What follows belongs to an exercise in optimizing a design on an open flow for small area; a production flow would make more cautious choices.
Power and IR drop assume default switching activity.

before:
==> flow/design.v <==
module Ascending_Sorter_3inputs_8bits(
    output wire [2:0] sel_min,    
    output wire [2:0] sel_mid,
    output wire [2:0] sel_max,
    input  wire       xab, xbc, xac
);
    assign sel_min = { ~xac & ~xbc,  ~xab &  xbc,  xab &  xac };
    assign sel_max = {  xac &  xbc,   xab & ~xbc, ~xab & ~xac };
    assign sel_mid = {  xac ^  xbc, ~(xab ^ xbc),  xab ^  xac };
endmodule
module Le_8bits(output wire le, input wire [7:0] a, input wire [7:0] b);
    wire [7:0] l1 = ~a & b, g1 = a & ~b;
    wire [3:0] l2, g2;
    wire [1:0] l4, g4;
    genvar i;
    generate
        for (i = 0; i < 4; i = i + 1) begin : t2
            assign l2[i] = l1[2*i+1] | (~g1[2*i+1] & l1[2*i]);
            assign g2[i] = g1[2*i+1] | (~l1[2*i+1] & g1[2*i]);
        end
        for (i = 0; i < 2; i = i + 1) begin : t4
            assign l4[i] = l2[2*i+1] | (~g2[2*i+1] & l2[2*i]);
            assign g4[i] = g2[2*i+1] | (~l2[2*i+1] & g2[2*i]);
        end
    endgenerate
    assign le = ~(g4[1] | (~l4[1] & g4[0]));
endmodule
module Sel3_8bits(output wire [7:0] y, input wire [2:0] s,
                  input wire [7:0] a, input wire [7:0] b, input wire [7:0] c);
    assign y = ({8{s[0]}} & a) | ({8{s[1]}} & b) | ({8{s[2]}} & c);
endmodule
module Median_Finder_9inputs_8bits(
    output wire [7:0] med,
    input  wire [7:0] x, y, z
);
    wire xy, yz, xz;
    wire [2:0] smin, smid, smax;
    Le_8bits Cxy(.le(xy), .a(x), .b(y));
    Le_8bits Cyz(.le(yz), .a(y), .b(z));
    Le_8bits Cxz(.le(xz), .a(x), .b(z));
    Ascending_Sorter_3inputs_8bits Ord(.sel_min(smin), .sel_mid(smid), .sel_max(smax),
                                       .xab(xy), .xbc(yz), .xac(xz));
    Sel3_8bits Mux(.y(med), .s(smid), .a(x), .b(y), .c(z));
endmodule
module Median_Filter #(
    parameter WIDTH  = 32,
    parameter HEIGHT = 24
)(
    output wire [7:0] median_pixel,
    output wire       out_valid,
    input  wire [7:0] pixel_in,
    input  wire       in_valid,
    input  wire       rst,
    input  wire       clk
);
    localparam N = 2 * WIDTH + 2;
    reg  [7:0] sr [0:N-1];
    integer i;
    always @(posedge clk)
        if (in_valid) begin
            sr[0] <= pixel_in;
            for (i = 1; i < N; i = i + 1) sr[i] <= sr[i-1];
        end
    reg  [$clog2(WIDTH)-1:0]  col;
    reg  [$clog2(HEIGHT)-1:0] row;
    reg                       primed;    
    reg                       valid1;
    wire last_col = (col == WIDTH - 1);
    always @(posedge clk) begin
        if (rst) begin
            col    <= 0;
            row    <= 0;
            primed <= 1'b0;
            valid1 <= 1'b0;
        end else begin
            valid1 <= in_valid & primed;
            if (in_valid) begin
                col <= col + 1'b1;
                if (last_col) row <= (row == HEIGHT - 1) ? 0 : row + 1'b1;
                if (row == 1 && col == 0) primed <= 1'b1;
            end
        end
    end
    wire c0    = (col == 0);
    wire lmask = (col == 1);            
    wire rmask = c0;                    
    wire r0    = (row == 0);
    wire r1    = (row == 1);
    wire r2    = (row == 2);
    wire ptop  = r1;
    wire pbot  = r0;
    wire wtop  = c0 ? r2 : r1;
    wire wbot  = c0 ? r1 : r0;
    wire [7:0] pa = sr[2*WIDTH-1], pb = sr[WIDTH-1], pc = pixel_in;
    wire le_ab, le_bc, le_ac;
    Le_8bits Cab(.le(le_ab), .a(pa), .b(pb));
    Le_8bits Cbc(.le(le_bc), .a(pb), .b(pc));
    Le_8bits Cac(.le(le_ac), .a(pa), .b(pc));
    wire pxab = ptop | le_ab;
    wire pxbc = ~pbot & le_bc;
    wire pxac = ptop | (~pbot & le_ac);
    reg  [2:0] mx, lx;
    always @(posedge clk)
        if (in_valid) begin
            mx <= {pxac, pxbc, pxab};
            lx <= mx;
        end
    wire [2:0] ps_min, ps_mid, ps_max, ms_min, ms_mid, ms_max, ls_min, ls_mid, ls_max;
    Ascending_Sorter_3inputs_8bits OP(.sel_min(ps_min), .sel_mid(ps_mid), .sel_max(ps_max),
                                      .xab(pxab), .xbc(pxbc), .xac(pxac));
    Ascending_Sorter_3inputs_8bits OM(.sel_min(ms_min), .sel_mid(ms_mid), .sel_max(ms_max),
                                      .xab(mx[0]), .xbc(mx[1]), .xac(mx[2]));
    Ascending_Sorter_3inputs_8bits OL(.sel_min(ls_min), .sel_mid(ls_mid), .sel_max(ls_max),
                                      .xab(lx[0]), .xbc(lx[1]), .xac(lx[2]));
    wire [7:0] p_min, p_mid, p_max, m_min, m_mid, m_max, l_min, l_mid, l_max;
    Sel3_8bits SPn(.y(p_min), .s(ps_min & {~pbot, 1'b1, ~ptop}), .a(pa), .b(pb), .c(pc));
    Sel3_8bits SPd(.y(p_mid), .s(ps_mid), .a(pa), .b(pb), .c(pc));
    Sel3_8bits SPx(.y(p_max), .s(ps_max), .a(pa), .b(pb), .c(pc));
    Sel3_8bits SMn(.y(m_min), .s(ms_min & {~wbot, 1'b1, ~wtop}),
                   .a(sr[2*WIDTH]), .b(sr[WIDTH]), .c(sr[0]));
    Sel3_8bits SMd(.y(m_mid), .s(ms_mid), .a(sr[2*WIDTH]), .b(sr[WIDTH]), .c(sr[0]));
    Sel3_8bits SMx(.y(m_max), .s(ms_max), .a(sr[2*WIDTH]), .b(sr[WIDTH]), .c(sr[0]));
    Sel3_8bits SLn(.y(l_min), .s(ls_min & {~wbot, 1'b1, ~wtop}),
                   .a(sr[2*WIDTH+1]), .b(sr[WIDTH+1]), .c(sr[1]));
    Sel3_8bits SLd(.y(l_mid), .s(ls_mid), .a(sr[2*WIDTH+1]), .b(sr[WIDTH+1]), .c(sr[1]));
    Sel3_8bits SLx(.y(l_max), .s(ls_max), .a(sr[2*WIDTH+1]), .b(sr[WIDTH+1]), .c(sr[1]));
    wire n_mp, n_lp, d_mp, d_lp, x_mp, x_lp;
    Le_8bits Cn1(.le(n_mp), .a(m_min), .b(p_min));
    Le_8bits Cn2(.le(n_lp), .a(l_min), .b(p_min));
    Le_8bits Cd1(.le(d_mp), .a(m_mid), .b(p_mid));
    Le_8bits Cd2(.le(d_lp), .a(l_mid), .b(p_mid));
    Le_8bits Cx1(.le(x_mp), .a(m_max), .b(p_max));
    Le_8bits Cx2(.le(x_lp), .a(l_max), .b(p_max));
    reg n_lm, d_lm, x_lm;
    always @(posedge clk)
        if (in_valid) begin
            n_lm <= n_mp;
            d_lm <= d_mp;
            x_lm <= x_mp;
        end
    wire [2:0] nmin, nmid, nmax, dmin, dmid, dmax, xmin, xmid, xmax;
    Ascending_Sorter_3inputs_8bits ON(.sel_min(nmin), .sel_mid(nmid), .sel_max(nmax),
        .xab(lmask | n_lm), .xbc(~rmask & n_mp), .xac(lmask | (~rmask & n_lp)));
    Ascending_Sorter_3inputs_8bits OD(.sel_min(dmin), .sel_mid(dmid), .sel_max(dmax),
        .xab(lmask | d_lm), .xbc(~rmask & d_mp), .xac(lmask | (~rmask & d_lp)));
    Ascending_Sorter_3inputs_8bits OX(.sel_min(xmin), .sel_mid(xmid), .sel_max(xmax),
        .xab(lmask | x_lm), .xbc(~rmask & x_mp), .xac(lmask | (~rmask & x_lp)));
    wire [7:0] max_of_min, mid_of_mid, min_of_max;
    Sel3_8bits SN(.y(max_of_min), .s(nmax), .a(l_min), .b(m_min), .c(p_min));
    Sel3_8bits SD(.y(mid_of_mid), .s(dmid), .a(l_mid), .b(m_mid), .c(p_mid));
    Sel3_8bits SX(.y(min_of_max), .s(xmin & {~rmask, 1'b1, ~lmask}),
                  .a(l_max), .b(m_max), .c(p_max));
    reg [7:0] s_x, s_y, s_z;
    always @(posedge clk) begin
        s_x <= max_of_min;
        s_y <= mid_of_mid;
        s_z <= min_of_max;
    end
    Median_Finder_9inputs_8bits Kernel(.med(median_pixel), .x(s_x), .y(s_y), .z(s_z));
    assign out_valid = valid1;
endmodule
==> flow/config.mk <==
export PLATFORM = sky130hd
export DESIGN_NAME = Median_Filter
export DESIGN_NICKNAME = Median_Filter
export VERILOG_FILES = /design/flow/design.v
export SDC_FILE = /design/flow/constraint.sdc
export NUM_CORES = 4
export LEC_CHECK = 0
export CAP_MARGIN = 20
export CORE_MARGIN = 2
export CORE_UTILIZATION = 40
export SLEW_MARGIN = 20
==> flow/constraint.sdc <==
create_clock -name core_clock -period 2.8 [get_ports {clk}]
set_input_delay 0.5600 -clock core_clock [delete_from_list [all_inputs] [get_ports {clk}]]
set_output_delay 0.5600 -clock core_clock [all_outputs]
set_load 0.01 [all_outputs]
run.sh (not shown) runs the stock make flow with config.mk's settings and CLKGATE_MAP_FILE= SYNTH_SCRIPT=/design/flow/synth_recipe.tcl, a recipe that flattens the netlist after the stock synthesis.
before: all stages done; final checks FAILED (negative setup slack).
diff inputs: before => after
-- flow/design.v --
<<< before, line 10
endmodule
module Le_8bits(output wire le, input wire [7:0] a, input wire [7:0] b);
    wire [7:0] l1 = ~a & b, g1 = a & ~b;
    wire [3:0] l2, g2;
    wire [1:0] l4, g4;
    genvar i;
    generate
        for (i = 0; i < 4; i = i + 1) begin : t2
            assign l2[i] = l1[2*i+1] | (~g1[2*i+1] & l1[2*i]);
            assign g2[i] = g1[2*i+1] | (~l1[2*i+1] & g1[2*i]);
        end
        for (i = 0; i < 2; i = i + 1) begin : t4
            assign l4[i] = l2[2*i+1] | (~g2[2*i+1] & l2[2*i]);
            assign g4[i] = g2[2*i+1] | (~l2[2*i+1] & g2[2*i]);
        end
    endgenerate
    assign le = ~(g4[1] | (~l4[1] & g4[0]));
endmodule
module Sel3_8bits(output wire [7:0] y, input wire [2:0] s,
>>> after, line 10
endmodule
module Le_8bits(output wire le, input wire [7:0] a, input wire [7:0] b);
    wire [8:0] br;
    assign br[0] = 1'b0;
    genvar i;
    generate
        for (i = 0; i < 8; i = i + 1) begin : g
            assign br[i+1] = (a[i] & ~b[i]) | (a[i] & br[i]) | (~b[i] & br[i]);
        end
    endgenerate
    assign le = ~br[8];
endmodule
module Sel3_8bits(output wire [7:0] y, input wire [2:0] s,
==> comparison <==
after had finished all stages when the layout checks came back failing, citing negative setup slack.
Looking at before and after, the final non-filler cell area is a wash.
Sort before and after by non-clock buffer count asc -> top: before
Looking at combinational power, after sits about 4% lower than before does.
Looking at final clock period utilization by the worst path, after sits 11 points higher than before does.
Comparing pin slew with the least headroom to its limit for before and after, the bigger number came from after.
Compared with before, in after placer congestion estimate down 2.1%; count of clock-buffer cells in the layout up 9.
Re clock network power share: before and after aren't equal, and the lower value belongs to before.
No functional check of the RTL was part of any run of this note.

[separate check: timing with driven ports]
In the flow no input, the clock included, has a driving cell. The finished layouts below were timed again as built, in two steps. Step 1: set_driving_cell puts a clkbuf_16 on clk and a buf_2 on each other input, an assumption about the parent block. Step 2, shift: input delay + t, output delay - t, t = (earliest + latest rising clock arrival at the registers) / 2. This alone moves slack from input paths to output paths. a / b / c = ideal / step 1 / step 2; a / b = the first two.
run | shift t [ns] | setup WS [ns] | worst setup path at the end | clock arrival spread, ns | worst data-port slew with drivers (ns)
before | 0.657 | -2.624 / -2.624 / -3.138 | input to register | 0.023 / 0.022 | 0.07
after | 0.671 | -2.928 / -2.928 / -3.355 | input to register | 0.041 / 0.041 | 0.11
The setup slack of before, which loses most, moves by 0.000 ns with the drivers and by -0.514 ns with both steps.
